What follows belongs to an exercise in optimizing a design on an open flow for small area; a production flow would make more cautious choices. Only simulation tests tie the RTL to the original design; equivalence was not proved. No driver is modelled on the clock port, so clocking that relies on it looks cheaper here than on a real chip. Power figures rest on the tool's default switching activity, not on a simulated workload.

==> 09-19: inputs <==
==> flow/design.v <==
module fifo_sync_place
  #(parameter DATA_WIDTH = 16)
  (
    input shift,
    input [DATA_WIDTH-1:0] word,
    input [DATA_WIDTH-1:0] prevWord,
    output [DATA_WIDTH-1:0] nextWord);
  wire [DATA_WIDTH-1:0] shiftV = {DATA_WIDTH{shift}};
  assign nextWord = (shiftV | word) & ~(shiftV & prevWord);
endmodule
module fifo_sync
  #(
    parameter DATA_WIDTH = 16,
    parameter FIFO_DEPTH = 16)
  (
    input clkIn,
    input rstIn,
    input wrEnIn,
    input rdEnIn,
    input [DATA_WIDTH-1:0] wrDataIn,
    output reg [DATA_WIDTH-1:0] rdDataOut,
    output isEmptyOut,
    output isFullOut);
  reg [DATA_WIDTH-1:0] fifoBuffer [FIFO_DEPTH-1:0];
  reg [4:0] lastIdx;
  assign isEmptyOut = lastIdx[4];
  assign isFullOut  = ~lastIdx[4] & (&lastIdx[3:0]);
  wire wrAccept = wrEnIn & ~isFullOut;
  wire rdAccept = rdEnIn & ~isEmptyOut;
  wire [DATA_WIDTH-1:0] nextWord [FIFO_DEPTH-1:0];
  genvar p;
  generate
    for (p = 0; p < FIFO_DEPTH; p = p + 1) begin : place
      fifo_sync_place #(.DATA_WIDTH(DATA_WIDTH)) u_place (
        .shift(wrAccept),
        .word(fifoBuffer[p]),
        .prevWord(p == 0 ? wrDataIn : fifoBuffer[p == 0 ? 0 : p - 1]),
        .nextWord(nextWord[p]));
    end
  endgenerate
  integer i;
  always @(posedge clkIn)
    for (i = 0; i < FIFO_DEPTH; i = i + 1)
      fifoBuffer[i] <= nextWord[i];
  reg [DATA_WIDTH-1:0] rdNext;
  integer k;
  always @(*) begin
    rdNext = rdDataOut & {DATA_WIDTH{~rdAccept}};
    for (k = 0; k < FIFO_DEPTH; k = k + 1)
      rdNext = rdNext | ((k % 2 == 0 ? ~fifoBuffer[k] : fifoBuffer[k])
                         & {DATA_WIDTH{rdAccept & (lastIdx[3:0] == k)}});
  end
  always @(posedge clkIn)
    rdDataOut <= rdNext;
  always @(posedge clkIn) begin
    if (rstIn)
      lastIdx <= 5'b11111;
    else if (wrAccept & ~rdAccept)
      lastIdx <= lastIdx + 5'd1;
    else if (rdAccept & ~wrAccept)
      lastIdx <= lastIdx - 5'd1;
  end
endmodule
==> flow/flow/run.sh <==
#!/bin/bash
# Own layout flow: the standard flow (standard.sh) with these changes.
#  1. Synthesis runs ORFS's synthesis script unchanged, with the ABC area
#     script replaced by flow/abc_area.script.
#  2. The combinational logic is then replaced by a hand-placed netlist:
#     flow/gen_hand.py writes each place's next-value gate (an a2bb2oi),
#     the read multiplexer, decoder and flags as library cells (the counter
#     stays behavioural and yosys/ABC maps it).
#     Its registers carry the names and cell types of the standard
#     synthesis; if they differ from the netlist of step 1, step 1's
#     netlist is kept.
#  3. Ports are buffered with buf_1 instead of the default buffer cell.
#  4. CTS uses clkbuf_8 with no dummy loads; flow/upsize_clk.tcl then turns
#     any clkbuf_8 whose flip-flops see a high clock slew into a clkbuf_16.
# Each tool's output goes to a log file of its own in this folder.
set -euo pipefail
HERE=$(pwd)
YOSYS=${YOSYS_EXE:-yosys}
LIB=$FLOW_HOME/platforms/sky130hd/lib/sky130_fd_sc_hd__tt_025C_1v80.lib
RES=$HERE/orfs/results/sky130hd/fifo_sync/base

# 1. synthesis with our ABC script
mkdir -p "$HERE/scripts_alt"
for f in "$FLOW_HOME"/scripts/*; do
  ln -sf "$f" "$HERE/scripts_alt/$(basename "$f")"
done
rm -f "$HERE/scripts_alt/abc_area.script"
cp "$HERE/flow/abc_area.script" "$HERE/scripts_alt/abc_area.script"
SCRIPTS_DIR="$HERE/scripts_alt" bash standard.sh synth > "$HERE/synth.log" 2>&1

# 2. hand-placed combinational logic
python3 "$HERE/flow/gen_hand.py" "$HERE/hand.v" > "$HERE/gen_hand.log" 2>&1
DU=$(grep -o 'sky130_fd_sc_hd__[a-z0-9_]*' "$FLOW_HOME/platforms/sky130hd/config.mk" | sort -u | sed 's/^/-dont_use /' | tr '\n' ' ')
cat > "$HERE/hand_map.ys" <<EOY
read_liberty -lib $LIB
read_verilog $HERE/hand.v
hierarchy -top fifo_sync
proc
flatten
opt
wreduce
alumacc
opt
techmap
opt
abc -script $HERE/flow/abc_area.script -liberty $LIB $DU
opt_clean -purge
hilomap -singleton -hicell sky130_fd_sc_hd__conb_1 HI -locell sky130_fd_sc_hd__conb_1 LO
splitnets
opt_clean -purge
check -assert -mapped
stat -liberty $LIB
write_verilog -noattr -nohex -nodec $HERE/hand_mapped.v
EOY
"$YOSYS" -s "$HERE/hand_map.ys" > "$HERE/hand_map.log" 2>&1 || true
regs() { grep -E '^ *sky130_fd_sc_hd__[a-z0-9_]*df[a-z0-9_]* ' "$1" | awk '{print $1, $2}' | sort; }
cp "$RES/1_2_yosys.v" "$HERE/std_1_2_yosys.v"
if [[ -s "$HERE/hand_mapped.v" ]] && [[ "$(regs "$HERE/std_1_2_yosys.v")" == "$(regs "$HERE/hand_mapped.v")" ]]; then
  echo "using the hand-placed netlist" > "$HERE/netlist_choice.log"
  cp "$HERE/hand_mapped.v" "$RES/1_2_yosys.v"
  touch "$RES/1_2_yosys.v"
else
  echo "registers differ: keeping the synthesized netlist" > "$HERE/netlist_choice.log"
fi

# 3., 4. the rest of the standard flow
export BUFFER_PORTS_ARGS="-buffer_cell sky130_fd_sc_hd__buf_1"
export CTS_ARGS="-sink_clustering_enable -repair_clock_nets -dont_use_dummy_load -buf_list sky130_fd_sc_hd__clkbuf_8 -sink_clustering_size 18 -sink_clustering_max_diameter 60"
export POST_CTS_TCL="$HERE/flow/upsize_clk.tcl"
bash standard.sh finish > "$HERE/layout.log" 2>&1
==> flow/flow/abc_area.script <==
strash
dc2
dc2
dc2
dch -f
amap
==> flow/flow/gen_hand.py <==
#!/usr/bin/env python3
"""Write a gate-level fifo_sync for sky130hd whose read multiplexer, decoder
and flags are placed by hand; the occupancy counter stays behavioural and is
mapped by yosys/ABC (see run.sh). The registers carry the names and cell
types that the standard synthesis of rtl/fifo_sync.v gives them.

usage: gen_hand.py OUT.v
"""
import sys

W, D = 16, 16
P = "sky130_fd_sc_hd__"
out = []
cells = 0


def cell(typ, pins):
    global cells
    cells += 1
    conns = ", ".join(".%s(%s)" % (p, n) for p, n in pins)
    out.append("  %s%s g%d (%s);" % (P, typ, cells, conns))


def R(k, b):
    return "\\fifoBuffer[%d][%d] " % (k, b)


out.append("module fifo_sync(clkIn, rstIn, wrEnIn, rdEnIn, wrDataIn, rdDataOut, isEmptyOut, isFullOut);")
out.append("  input clkIn; input rstIn; input wrEnIn; input rdEnIn;")
out.append("  input [15:0] wrDataIn;")
out.append("  output [15:0] rdDataOut; output isEmptyOut; output isFullOut;")
out.append("  wire [4:0] c;")
out.append("  wire [4:0] cNext;")
out.append("  wire fullN, wrAcc, wrAccB, rdAcc, hold;")
out.append("  wire [15:0] sh;")
out.append("  wire c0n, c1n, c2n, c3n;")
out.append("  wire [15:0] sel;")
out.append("  wire [15:0] rdNext;")
for k in range(D):
    for b in range(W):
        out.append("  wire %s;" % R(k, b))

# registers, named as the standard synthesis names them. A place's next
# value is a2bb2oi(shift, word, shift, word before it) =
# (shift | word) & ~(shift & word before it).
for k in range(D):
    for b in range(W):
        d = "wrDataIn[%d]" % b if k == 0 else R(k - 1, b)
        n = "\\nextWord[%d][%d] " % (k, b)
        out.append("  wire %s;" % n)
        cell("a2bb2oi_1", [("A1_N", "sh[%d]" % b), ("A2_N", R(k, b)), ("B1", "sh[%d]" % b), ("B2", d), ("Y", n)])
        out.append("  %sdfxtp_1 \\fifoBuffer[%d][%d]$_DFF_P_  (.CLK(clkIn), .D(%s), .Q(%s));"
                   % (P, k, b, n, R(k, b)))
for b in range(W):
    out.append("  %sdfxtp_1 \\rdDataOut[%d]$_DFF_P_  (.CLK(clkIn), .D(rdNext[%d]), .Q(rdDataOut[%d]));"
               % (P, b, b, b))
for i in range(5):
    out.append("  %sdfxtp_1 \\lastIdx[%d]$_SDFFE_PP1P_  (.CLK(clkIn), .D(cNext[%d]), .Q(c[%d]));"
               % (P, i, i, i))

# flags: empty = c[4]; full = ~c[4] & (&c[3:0])
out.append("  assign isEmptyOut = c[4];")
cell("nand4_1", [("A", "c[0]"), ("B", "c[1]"), ("C", "c[2]"), ("D", "c[3]"), ("Y", "fullN")])
cell("nor2_1", [("A", "fullN"), ("B", "c[4]"), ("Y", "isFullOut")])
# wrAcc = wrEnIn & ~isFull ; rdAcc = rdEnIn & ~c[4] ; hold = ~rdAcc
cell("nor2b_1", [("A", "isFullOut"), ("B_N", "wrEnIn"), ("Y", "wrAcc")])
cell("nand2b_1", [("A_N", "c[4]"), ("B", "rdEnIn"), ("Y", "hold")])
cell("inv_1", [("A", "hold"), ("Y", "rdAcc")])
out.append("  wire holdB;")
cell("buf_2", [("A", "hold"), ("X", "holdB")])

# shift tree: one buf_2 per bit column (the 16 places of that bit, which
# also share the column's shift chain and multiplexer)
cell("buf_4", [("A", "wrAcc"), ("X", "wrAccB")])
for b in range(W):
    cell("buf_2", [("A", "wrAccB"), ("X", "sh[%d]" % b)])

# read address decoder: sel[k] = rdAcc & (c[3:0] == k), active high for the
# odd places (kept as written), active low (selN) for the even ones (kept
# inverted). pl[j] = rdAcc & (c[1:0] == j), ph[i] = (c[3:2] == i).
out.append("  wire [3:0] pl, ph;")
out.append("  wire [15:0] selN;")
for i in range(4):
    cell("inv_1", [("A", "c[%d]" % i), ("Y", "c%dn" % i)])
for j in range(4):
    a = "c0n" if j & 1 else "c[0]"
    bb = "c1n" if j & 2 else "c[1]"
    cell("nor3_1", [("A", "hold"), ("B", bb), ("C", a), ("Y", "pl[%d]" % j)])
for i in range(4):
    a = "c2n" if i & 1 else "c[2]"
    bb = "c3n" if i & 2 else "c[3]"
    cell("nor2_1", [("A", bb), ("B", a), ("Y", "ph[%d]" % i)])
for k in range(16):
    if k & 1:
        out.append("  wire selN%d;" % k)
        cell("nand2_1", [("A", "pl[%d]" % (k & 3)), ("B", "ph[%d]" % (k >> 2)), ("Y", "selN%d" % k)])
        cell("inv_2", [("A", "selN%d" % k), ("Y", "sel[%d]" % k)])
    else:
        cell("nand2_2", [("A", "pl[%d]" % (k & 3)), ("B", "ph[%d]" % (k >> 2)), ("Y", "selN[%d]" % k)])

# read multiplexer with hold: rdNext = |(sel[k] & word k) | (hold & rdDataOut)
# odd places and the hold term: a222oi (active-low partial terms)
# even places: o22ai on the inverted words (active-high partial terms)
for b in range(W):
    lo = []
    trip = [(1, 3, 5), (7, 9, 11), (13, 15, None)]
    for g, ks in enumerate(trip):
        y = "m%d_l%d" % (b, g)
        out.append("  wire %s;" % y)
        pins = []
        for name, kk in zip("ABC", ks):
            if kk is None:
                pins += [(name + "1", "holdB"), (name + "2", "rdDataOut[%d]" % b)]
            else:
                pins += [(name + "1", "sel[%d]" % kk), (name + "2", R(kk, b))]
        cell("a222oi_1", pins + [("Y", y)])
        lo.append(y)
    hi = []
    for g in range(4):
        y = "m%d_h%d" % (b, g)
        out.append("  wire %s;" % y)
        ka, kb = 4 * g, 4 * g + 2
        cell("o22ai_1", [("A1", "selN[%d]" % ka), ("A2", R(ka, b)), ("B1", "selN[%d]" % kb), ("B2", R(kb, b)), ("Y", y)])
        hi.append(y)
    x = "m%d_x" % b
    out.append("  wire %s;" % x)
    cell("nor4_1", [("A", hi[0]), ("B", hi[1]), ("C", hi[2]), ("D", hi[3]), ("Y", x)])
    cell("nand4_1", [("A", lo[0]), ("B", lo[1]), ("C", lo[2]), ("D", x), ("Y", "rdNext[%d]" % b)])

# occupancy counter (behavioural, mapped by ABC): bit i toggles on a lone
# write when the bits below are all ones, on a lone read when all zeros
out.append("  wire inc = wrAcc & hold;")
out.append("  wire dec = rdAcc & ~wrAcc;")
out.append("  wire [4:0] up = {inc & c[0] & c[1] & c[2] & c[3], inc & c[0] & c[1] & c[2], inc & c[0] & c[1], inc & c[0], inc};")
out.append("  wire [4:0] dn = {dec & c0n & c1n & c2n & c3n, dec & c0n & c1n & c2n, dec & c0n & c1n, dec & c0n, dec};")
out.append("  assign cNext = {5{rstIn}} | (c ^ (up | dn));")
out.append("endmodule")

open(sys.argv[1], "w").write("\n".join(out) + "\n")
==> flow/flow/upsize_clk.tcl <==
estimate_parasitics -placement
set limit 0.108
set changed 0
foreach inst [get_cells *] {
  if { [get_property $inst ref_name] ne "sky130_fd_sc_hd__clkbuf_8" } { continue }
  set worst 0
  foreach opin [get_pins -of_objects $inst -filter "direction==output"] {
    foreach p [get_pins -of_objects [get_nets -of_objects $opin] -filter "direction==input"] {
      set s [get_property $p slew_max]
      if { $s > $worst } { set worst $s }
    }
  }
  if { $worst > $limit } {
    replace_cell $inst sky130_fd_sc_hd__clkbuf_16
    incr changed
  }
}
puts "upsize_clk: $changed clock buffers upsized to clkbuf_16 (limit $limit ns)"
if { $changed } {
  detailed_placement
  estimate_parasitics -placement
}
==> flow/standard.sh <==
#!/bin/bash
# synth_recipe.tcl (not shown) runs the flow's synth.tcl, then flattens the netlist and writes it again
# the make line also repeats each setting of config.mk as NAME=value (left out here)
make -C /OpenROAD-flow-scripts/flow DESIGN_CONFIG=/design/flow/config.mk WORK_HOME=/design/flow/orfs CLKGATE_MAP_FILE= SYNTH_SCRIPT=/design/flow/synth_recipe.tcl "${@:-finish}"
==> flow/config.mk <==
export PLATFORM = sky130hd
export DESIGN_NAME = fifo_sync
export DESIGN_NICKNAME = fifo_sync
export VERILOG_FILES = /design/flow/design.v
export SDC_FILE = /design/flow/constraint.sdc
export NUM_CORES = 4
export LEC_CHECK = 0
export ABC_AREA = 1
export CAP_MARGIN = 20
export CORE_MARGIN = 2
export CORE_UTILIZATION = 65
export GPL_TIMING_DRIVEN = 0
export PLACE_DENSITY = 0.75
export SLEW_MARGIN = 10
export SYNTH_HIERARCHICAL = 1
==> flow/constraint.sdc <==
create_clock -name core_clock -period 6.0 [get_ports {clkIn}]
set_input_delay 1.2000 -clock core_clock [delete_from_list [all_inputs] [get_ports {clkIn}]]
set_output_delay 1.2000 -clock core_clock [all_outputs]
set_load 0.01 [all_outputs]
==> inputs of 09-08, as changes to 09-19 <==
--- a/flow/flow/gen_hand.py
+++ b/flow/flow/gen_hand.py
@@ -35,4 +35,5 @@
 out.append("  wire [15:0] sh;")
 out.append("  wire c0n, c1n, c2n, c3n;")
+out.append("  wire [3:0] plN, phN;")
 out.append("  wire [15:0] sel;")
 out.append("  wire [15:0] rdNext;")
@@ -67,6 +68,4 @@
 cell("nand2b_1", [("A_N", "c[4]"), ("B", "rdEnIn"), ("Y", "hold")])
 cell("inv_1", [("A", "hold"), ("Y", "rdAcc")])
-out.append("  wire holdB;")
-cell("buf_2", [("A", "hold"), ("X", "holdB")])
 
 # shift tree: one buf_2 per bit column (the 16 places of that bit, which
@@ -78,22 +77,23 @@
 # read address decoder: sel[k] = rdAcc & (c[3:0] == k), active high for the
 # odd places (kept as written), active low (selN) for the even ones (kept
-# inverted). pl[j] = rdAcc & (c[1:0] == j), ph[i] = (c[3:2] == i).
+# inverted)
 out.append("  wire [3:0] pl, ph;")
 out.append("  wire [15:0] selN;")
 for i in range(4):
     cell("inv_1", [("A", "c[%d]" % i), ("Y", "c%dn" % i)])
+cell("nand3_1", [("A", "rdAcc"), ("B", "c1n"), ("C", "c[0]"), ("Y", "plN[1]")])
+cell("nand3_1", [("A", "rdAcc"), ("B", "c[1]"), ("C", "c[0]"), ("Y", "plN[3]")])
+cell("nor3_1", [("A", "hold"), ("B", "c[1]"), ("C", "c[0]"), ("Y", "pl[0]")])
+cell("nor3_1", [("A", "hold"), ("B", "c1n"), ("C", "c[0]"), ("Y", "pl[2]")])
 for j in range(4):
-    a = "c0n" if j & 1 else "c[0]"
-    bb = "c1n" if j & 2 else "c[1]"
-    cell("nor3_1", [("A", "hold"), ("B", bb), ("C", a), ("Y", "pl[%d]" % j)])
-for i in range(4):
-    a = "c2n" if i & 1 else "c[2]"
-    bb = "c3n" if i & 2 else "c[3]"
-    cell("nor2_1", [("A", bb), ("B", a), ("Y", "ph[%d]" % i)])
+    a = "c[2]" if j & 1 else "c2n"
+    bb = "c[3]" if j & 2 else "c3n"
+    cell("nand2_1", [("A", bb), ("B", a), ("Y", "phN[%d]" % j)])
+    a = "c2n" if j & 1 else "c[2]"
+    bb = "c3n" if j & 2 else "c[3]"
+    cell("nor2_1", [("A", bb), ("B", a), ("Y", "ph[%d]" % j)])
 for k in range(16):
     if k & 1:
-        out.append("  wire selN%d;" % k)
-        cell("nand2_1", [("A", "pl[%d]" % (k & 3)), ("B", "ph[%d]" % (k >> 2)), ("Y", "selN%d" % k)])
-        cell("inv_2", [("A", "selN%d" % k), ("Y", "sel[%d]" % k)])
+        cell("nor2_2", [("A", "plN[%d]" % (k & 3)), ("B", "phN[%d]" % (k >> 2)), ("Y", "sel[%d]" % k)])
     else:
         cell("nand2_2", [("A", "pl[%d]" % (k & 3)), ("B", "ph[%d]" % (k >> 2)), ("Y", "selN[%d]" % k)])
@@ -111,5 +111,5 @@
         for name, kk in zip("ABC", ks):
             if kk is None:
-                pins += [(name + "1", "holdB"), (name + "2", "rdDataOut[%d]" % b)]
+                pins += [(name + "1", "hold"), (name + "2", "rdDataOut[%d]" % b)]
             else:
                 pins += [(name + "1", "sel[%d]" % kk), (name + "2", R(kk, b))]
- SLEW_MARGIN: 10 -> 20
==> inputs of 06-10, as changes to 09-19 <==
--- a/flow/flow/gen_hand.py
+++ b/flow/flow/gen_hand.py
@@ -70,9 +70,10 @@
 cell("buf_2", [("A", "hold"), ("X", "holdB")])
 
-# shift tree: one buf_2 per bit column (the 16 places of that bit, which
-# also share the column's shift chain and multiplexer)
+# shift tree: one buf_4 per two bit columns (the 16 places of a bit share
+# the column's shift chain and multiplexer)
 cell("buf_4", [("A", "wrAcc"), ("X", "wrAccB")])
-for b in range(W):
-    cell("buf_2", [("A", "wrAccB"), ("X", "sh[%d]" % b)])
+for b in range(0, W, 2):
+    cell("buf_4", [("A", "wrAccB"), ("X", "sh[%d]" % b)])
+    out.append("  assign sh[%d] = sh[%d];" % (b + 1, b))
 
 # read address decoder: sel[k] = rdAcc & (c[3:0] == k), active high for the
==> notes.md <==
Run status: 06-10 finished clean; 09-19 finished clean; 09-08 finished clean
Final std cells w/o fill: 06-10 986; 09-19 994; 09-08 993
Detailed-route wire length per cell: 06-10 21.9 µm; 09-19 22.3 µm; 09-08 21.9 µm
IR drop worst, VDD: 06-10 0.268 mV; 09-19 0.316 mV; 09-08 0.289 mV
Final standard cell area without fillers: 06-10 9900 µm²; 09-19 9920 µm²; 09-08 9970 µm²
Number of ordinary and repair buffers in the finished layout: 06-10 47; 09-19 55; 09-08 58
Post-detailed-route via-to-cell ratio: 06-10 6.95; 09-19 6.92; 09-08 6.91
Total Nets Final: 06-10 828; 09-19 836; 09-08 835
Die extent in y: 06-10 123 µm; 09-19 123 µm; 09-08 123 µm
DP Worst Slack: 06-10 2.80 ns; 09-19 2.81 ns; 09-08 2.38 ns
Syn_nets: 06-10 770; 09-19 778; 09-08 773
Synthesized netlist cell count: 06-10 750; 09-19 758; 09-08 753
Wire length of the first global-routing pass: 06-10 33400 µm; 09-19 34100 µm; 09-08 33700 µm
Insertion delay of the later-clocked pin in the worst-skew pair: 06-10 0.55 ns; 09-19 0.54 ns; 09-08 0.54 ns
Met3 Use GR: 06-10 4.11%; 09-19 5.40%; 09-08 5.63%
Multi-input combinational area share: 06-10 36.1%; 09-19 36.0%; 09-08 36.3%
Total area of multi-input combinational cells: 06-10 3570 µm²; 09-19 3570 µm²; 09-08 3620 µm²
Met1 GRT Util: 06-10 39.2%; 09-19 41.6%; 09-08 39.7%
Avg Cell Area, Syn: 06-10 12.3 µm²; 09-19 12.2 µm²; 09-08 12.3 µm²
Worst path setup slack after routing: 06-10 3.21 ns; 09-19 3.22 ns; 09-08 2.83 ns
Sum of net half-perimeters after detailed placement: 06-10 12100 µm; 09-19 12500 µm; 09-08 12600 µm
Clock Network Area Fraction: 06-10 2.87%; 09-19 2.86%; 09-08 2.85%
Terminating pin of the worst hold path: 06-10 fifoBuffer[15][15]; 09-19 fifoBuffer[12][14]; 09-08 fifoBuffer[3][5]
Pwr/cell area: 06-10 455 nW/µm²; 09-19 455 nW/µm²; 09-08 452 nW/µm²
Final-layout worst hold slack: 06-10 0.399 ns; 09-19 0.425 ns; 09-08 0.431 ns
Dpl cells: 06-10 967; 09-19 975; 09-08 972
Layout cells sized above 1: 06-10 5.58%; 09-19 6.51%; 09-08 7.01%

## static timing again, ports no longer ideal
Ports are ideal in the flow. The routed layouts listed here were re-timed in OpenROAD. Step 1, drivers: a clkbuf_16 drives clkIn and a buf_2 each remaining input, both assumed. Step 2, shift: input delay + t, output delay - t, t = (earliest + latest rising clock arrival at the registers) / 2. This alone moves slack from input paths to output paths. Slacks: ideal / step 1 / step 2; pairs: ideal / step 1.
run	shift t [ns]	setup WS [ns]	worst data-port slew with drivers (ns)	pins driven straight from the clock port
09-19	0.549	3.219 / 3.231 / 2.682	0.04	1
09-08	0.530	2.825 / 2.840 / 2.310	0.03	1
06-10	0.545	3.208 / 3.222 / 2.677	0.04	1
After both steps setup and hold are still met in every run listed. For 09-19, which loses most, drivers alone change the setup slack by +0.012 ns; drivers and shift together by -0.537 ns.
